Context: an optimization exercise on an open-source flow, tuned for small area. The choices shown serve that exercise and are no tape-out recipe.
In this exercise RTL edits were held to simulation tests only and were not proved equivalent to the original.

<file path="flow/constraint.sdc">
create_clock -name core_clock -period 16.0 [get_ports {io_clk}]
set_input_delay 3.2000 -clock core_clock [delete_from_list [all_inputs] [get_ports {io_clk}]]
set_output_delay 3.2000 -clock core_clock [all_outputs]
set_load 0.01 [all_outputs]
</file>
<file path="flow/config.mk">
export PLATFORM = sky130hd
export DESIGN_NAME = ITAGelu
export DESIGN_NICKNAME = ITAGelu
export VERILOG_FILES = /design/flow/design.v
export SDC_FILE = /design/flow/constraint.sdc
export NUM_CORES = 4
export LEC_CHECK = 0
export CAP_MARGIN = 20
export CORE_MARGIN = 2
export CORE_UTILIZATION = 40
export SLEW_MARGIN = 20
</file>
<file path="flow/design.v">
`timescale 1ns/1ps
module ITAGelu (
  input  wire          io_clk,
  input  wire          io_rst_ni,
  input  wire [15:0]   io_b_i,
  input  wire [15:0]   io_c_i,
  input  wire          io_calc_en_i,
  input  wire          io_calc_en_q_i,
  input  wire [7:0]    io_data_i,
  output wire [25:0]   io_data_o
);
  wire       [15:0]   _zz_coreArea_erf_abs;
  wire       [15:0]   _zz_coreArea_erf_clipped;
  wire       [15:0]   _zz_coreArea_erf_clipped_1;
  wire       [25:0]   _zz_coreArea_poly_sq_d;
  wire       [31:0]   _zz_coreArea_poly_sq_d_1;
  wire       [25:0]   _zz_coreArea_erf_L_q1;
  wire       [25:0]   _zz_coreArea_gelu_erf_q1;
  wire       [25:0]   _zz_coreArea_gelu_sum_q1;
  wire       [25:0]   _zz_coreArea_gelu_out_q1;
  wire       [33:0]   _zz_coreArea_gelu_out_q1_1;
  reg        [15:0]   coreArea_c_q1;
  reg        [7:0]    coreArea_data_q1;
  reg                 coreArea_erf_sgn_q1;
  reg        [25:0]   coreArea_poly_sq_q1;
  reg        [25:0]   coreArea_gelu_out_q2;
  wire       [15:0]   coreArea_data_sign_ext;
  wire                coreArea_erf_sgn_d;
  wire       [15:0]   coreArea_erf_abs;
  wire       [15:0]   coreArea_erf_clipped;
  wire       [15:0]   coreArea_poly_d;
  wire       [25:0]   coreArea_poly_sq_d;
  wire       [25:0]   coreArea_erf_L_q1;
  wire       [25:0]   coreArea_gelu_erf_q1;
  wire       [25:0]   coreArea_gelu_sum_q1;
  wire       [25:0]   coreArea_gelu_out_q1;
  assign _zz_coreArea_erf_abs = (- coreArea_data_sign_ext);
  assign _zz_coreArea_erf_clipped = (- io_b_i);
  assign _zz_coreArea_erf_clipped_1 = (- io_b_i);
  assign _zz_coreArea_poly_sq_d_1 = ($signed(coreArea_poly_d) * $signed(coreArea_poly_d));
  assign _zz_coreArea_poly_sq_d = _zz_coreArea_poly_sq_d_1[25:0];
  assign _zz_coreArea_erf_L_q1 = {{10{coreArea_c_q1[15]}}, coreArea_c_q1};
  assign _zz_coreArea_gelu_erf_q1 = (- coreArea_erf_L_q1);
  assign _zz_coreArea_gelu_sum_q1 = {{10{coreArea_c_q1[15]}}, coreArea_c_q1};
  assign _zz_coreArea_gelu_out_q1_1 = ($signed(coreArea_data_q1) * $signed(coreArea_gelu_sum_q1));
  assign _zz_coreArea_gelu_out_q1 = _zz_coreArea_gelu_out_q1_1[25:0];
  assign coreArea_data_sign_ext = {{8{io_data_i[7]}}, io_data_i};
  assign coreArea_erf_sgn_d = ($signed(io_data_i) < $signed(8'h0));
  assign coreArea_erf_abs = (coreArea_erf_sgn_d ? _zz_coreArea_erf_abs : coreArea_data_sign_ext);
  assign coreArea_erf_clipped = (($signed(_zz_coreArea_erf_clipped) < $signed(coreArea_erf_abs)) ? _zz_coreArea_erf_clipped_1 : coreArea_erf_abs);
  assign coreArea_poly_d = ($signed(coreArea_erf_clipped) + $signed(io_b_i));
  assign coreArea_poly_sq_d = (io_calc_en_i ? _zz_coreArea_poly_sq_d : coreArea_poly_sq_q1);
  assign coreArea_erf_L_q1 = ($signed(coreArea_poly_sq_q1) + $signed(_zz_coreArea_erf_L_q1));
  assign coreArea_gelu_erf_q1 = (coreArea_erf_sgn_q1 ? _zz_coreArea_gelu_erf_q1 : coreArea_erf_L_q1);
  assign coreArea_gelu_sum_q1 = ($signed(coreArea_gelu_erf_q1) + $signed(_zz_coreArea_gelu_sum_q1));
  assign coreArea_gelu_out_q1 = (io_calc_en_q_i ? _zz_coreArea_gelu_out_q1 : coreArea_gelu_out_q2);
  assign io_data_o = coreArea_gelu_out_q2;
  always @(posedge io_clk or negedge io_rst_ni) begin
    if(!io_rst_ni) begin
      coreArea_c_q1 <= 16'h0;
      coreArea_data_q1 <= 8'h0;
      coreArea_erf_sgn_q1 <= 1'b0;
      coreArea_poly_sq_q1 <= 26'h0;
      coreArea_gelu_out_q2 <= 26'h0;
    end else begin
      coreArea_c_q1 <= io_c_i;
      coreArea_data_q1 <= io_data_i;
      coreArea_erf_sgn_q1 <= coreArea_erf_sgn_d;
      coreArea_poly_sq_q1 <= coreArea_poly_sq_d;
      coreArea_gelu_out_q2 <= coreArea_gelu_out_q1;
    end
  end
endmodule
</file>
<file path="flow/run.sh">
#!/bin/bash
# synth_recipe.tcl (not shown) runs the flow's synth.tcl, then flattens the netlist and writes it again
# the make line also repeats each setting of config.mk as NAME=value (left out here)
make -C /OpenROAD-flow-scripts/flow DESIGN_CONFIG=/design/flow/config.mk WORK_HOME=/design/flow/orfs CLKGATE_MAP_FILE= SYNTH_SCRIPT=/design/flow/synth_recipe.tcl finish
</file>
==> results.toml <==
[status]
status = "no timing/DRC/antenna violations"

[synth]
synth_cells = 2205
ys.warnings.count = 1
synth.most_common_cell = "inv_1"
synth-compound-area-share_pct = 9.54
syn_area_mm2 = 0.0196
ys_seq_area_share_pct = 9.58
ys_seq_elements = 75
synth_edf_count = 0
synth_top_area_share_pct = 31.6
synth_top_family_by_area = "adder cells"
synth-xor-area-share_pct = 7.79
synth-simple-area-share_pct = 15.3
yosys-top-cells-area = "fa_1 32%, ha_1 14%, dfrtp_1 9.6%"
yosys.cell_types.count = 78
synth_fa_ha_area_share_pct = 45.2
async_reset_ff_share_pct = 100
synth_mux_area_share_pct = 2.58
synthTopCellsByCount = "477 x inv_1, 309 x fa_1, 213 x ha_1"
synthFlopType = "dfrtp_1"
syn_area_per_cell_um2 = 8.89
yosysTopAreaCell = "fa_1"

[clocking]
clock_latency_ns = 0.38
ctsHoldBuffers = 0
root_buffer = "clkbuf_16"
cts_buffers = 9
cts_tree = "built"
htreeDepth = 3
clockBufferDepth = 2
cts.sinks = 75
clkTransAtPathRegs_ns = 0.06

[grt]
gr-total-overflow = 0
grt_first_pass_wirelength_um = 76400
grt_antenna_before_repair = 0
grt_max_degree = 76
first_global_vias = 15877
grt_util_all_layers_pct = 18.7

[sta]
hold_viol_final = 0
slew_headroom_pct = 36.0
tns_ns = 0
slew_viol_final = 0
setup_viol = 0
max_freq_ghz = 0.0669
period_share_pct = 93.4
worstMarginPinSlew_ns = 0.960
skew_ns = 0.00547
rsz0062_at_grt = "no"
fin_crit_ns = 14.94

[drt]
vias = 14640
vias_per_cell = 5.06
wl_per_cell_um = 15.2
drcViolationCount = 0
drtIter0Drc = 620
drtPass1Iterations = 5
wirelength_um = 43900
antenna_left = 0

[floorplan]
coreArea_mm2 = 0.0486
dieArea_mm2 = 0.0508
fp.dieW_um = 225
num_rows = 81
initial_core_util_pct = 40.3
dieHeight_um = 225
ioPinCount = 70

[finish]
final_util_pct = 44.0
area_growth_syn_to_layout_pct = 9.23
n_fill_cell = 4755
nNetsFinal = 2830
layout-drive-gt1-share_pct = 4.36

[worst_setup_path]
crit_top_cell = "fa_1"
critPathKind = "input port to register"
crit_fanout = 9
end_kind = "register"
crit_path_start_kind = "input port"
worst_ep_arrival_time_ns = 15.20
slowest_delay_ns = 0.66
critPathSlowestCell = "or4b_1"
required_ns = 16.26

[place]
hpwl_um = 37000
io_buffers = 69
gp_congestion = 0.862

[flow_run]
cap_violations = 0

[min_path]
hold_path_class = "register to register"
==> cell usage in the layout, fill, tap and decap left out, types with 68 or more instances in the layout <==
cell / count
and2_1: 114
fa_1: 309
ha_1: 213
clkdlybuf4s50_1: 68
a21oi_1: 69
inv_1: 477
nand2_1: 173
xnor2_1: 118
nor2_1: 101
dfrtp_1: 75
==> cells by family after synthesis <==
kind of cell,after synthesis
and+or+nand+nor,582
buffers and inverters,526
adders and majority gates,522
AOI/OAI and AO/OA,286
xor gates and xnor gates,168
DFF,75
muxes,45
other,1
==> final cells by class <==
type                       instances  area (um2)  area share, %
clock buffer                       9         225           1.05
antenna                            1        2.50         0.0117
inverter                         479        1800           8.40
multi-input combinational       1611       15800           73.8
tap                              622         778           3.64
clock inverter                     7        87.6          0.409
timing repair buffer              88         835           3.90
sequential                        75        1880           8.77
==> worst max-delay path: cells and delay by family <==
family	cells	cell delay, ns
AOI/OAI and AO/OA	17	3.73
xor gates and xnor gates	3	0.59
adders and majority gates	10	3.91
buffers and inverters	7	1.00
muxes	1	0.26
and+or+nand+nor	12	2.53
==> layer usage <==
layer / vias up / part of all wire, % / global-route usage (%)
met4: 0 / 1.8 / 4.83
met5: - / 0 / 0
met1: 7315 / 43 / 22.4
met3: 46 / 3.2 / 2.45
li1: 7029 / - / -
met2: 250 / 52 / 35.0
==> registers in the layout, indices dropped and copies added, names as in the netlist <==
register,count
coreArea_c_q1,16
coreArea_data_q1,8
coreArea_gelu_out_q2,26
coreArea_poly_sq_q1,25
==> through the flow <==
stage / hold WS (ns) / worst slack, ns / instances / cell area (um2)
6_report: 0.502 / 1.06 / 2892 / 21400
3_5_place_dp: 0.486 / 0.298 / 2874 / 21100
5_1_grt: 0.514 / 0.0618 / 2891 / 21400
3_3_place_gp: 0.488 / 0.641 / 2874 / 21100
2_1_floorplan: 0.456 / 1.97 / 2212 / 19600
4_1_cts: 0.502 / 0.668 / 2890 / 21400
==> worst paths after layout <==
path / cells past startpoint / end / slack, ns / startpoint
worst min register to register: 1 / coreArea_poly_sq_q1[16]$_DFFE_PN0P_ / 0.50 / coreArea_poly_sq_q1[16]$_DFFE_PN0P_
worst max register to register: 33 / coreArea_gelu_out_q2[25]$_DFFE_PN0P_ / 6.04 / coreArea_c_q1[2]$_DFF_PN0_
worst max-delay path: 50 / coreArea_poly_sq_q1[24]$_DFFE_PN0P_ / 1.06 / io_b_i[2]
max in group asynchronous: 1 / coreArea_poly_sq_q1[20]$_DFFE_PN0P_ / 12.63 / io_rst_ni
min in group asynchronous: 1 / coreArea_gelu_out_q2[5]$_DFFE_PN0P_ / 2.87 / io_rst_ni
worst min-delay path: 1 / coreArea_poly_sq_q1[16]$_DFFE_PN0P_ / 0.50 / coreArea_poly_sq_q1[16]$_DFFE_PN0P_
==> timing repair <==
item	4_1_cts	5_1_grt
setup buffers	0	1
resized for setup	0	4
endpoints found under the setup margin	0	7

-- separate check: timing with driven ports --
No port has a modelled driver above. Below, the same layout with a new extraction and two added sets of constraints.
Step 1 sets driving cells, clkbuf_16 on the clock port and buf_2 on the other inputs (assumed; they add their load-dependent delay and slew).
Step 2 moves the port delays by t, midway between the first and last clock arrival at a register: inputs arrive t later, outputs are due t later. That takes back most of the time a late clock gives input paths.
a / b / c = ideal / step 1 / step 2; a / b = the first two.
t (ns): 0.426
setup slack, ns: 1.058 / 1.088 / 0.662
worst register clock-pin slew, ns: 0.07 / 0.07
After both steps setup and hold are still met in this run. For this run, drivers alone change the setup slack by +0.030 ns; drivers and shift together by -0.396 ns.
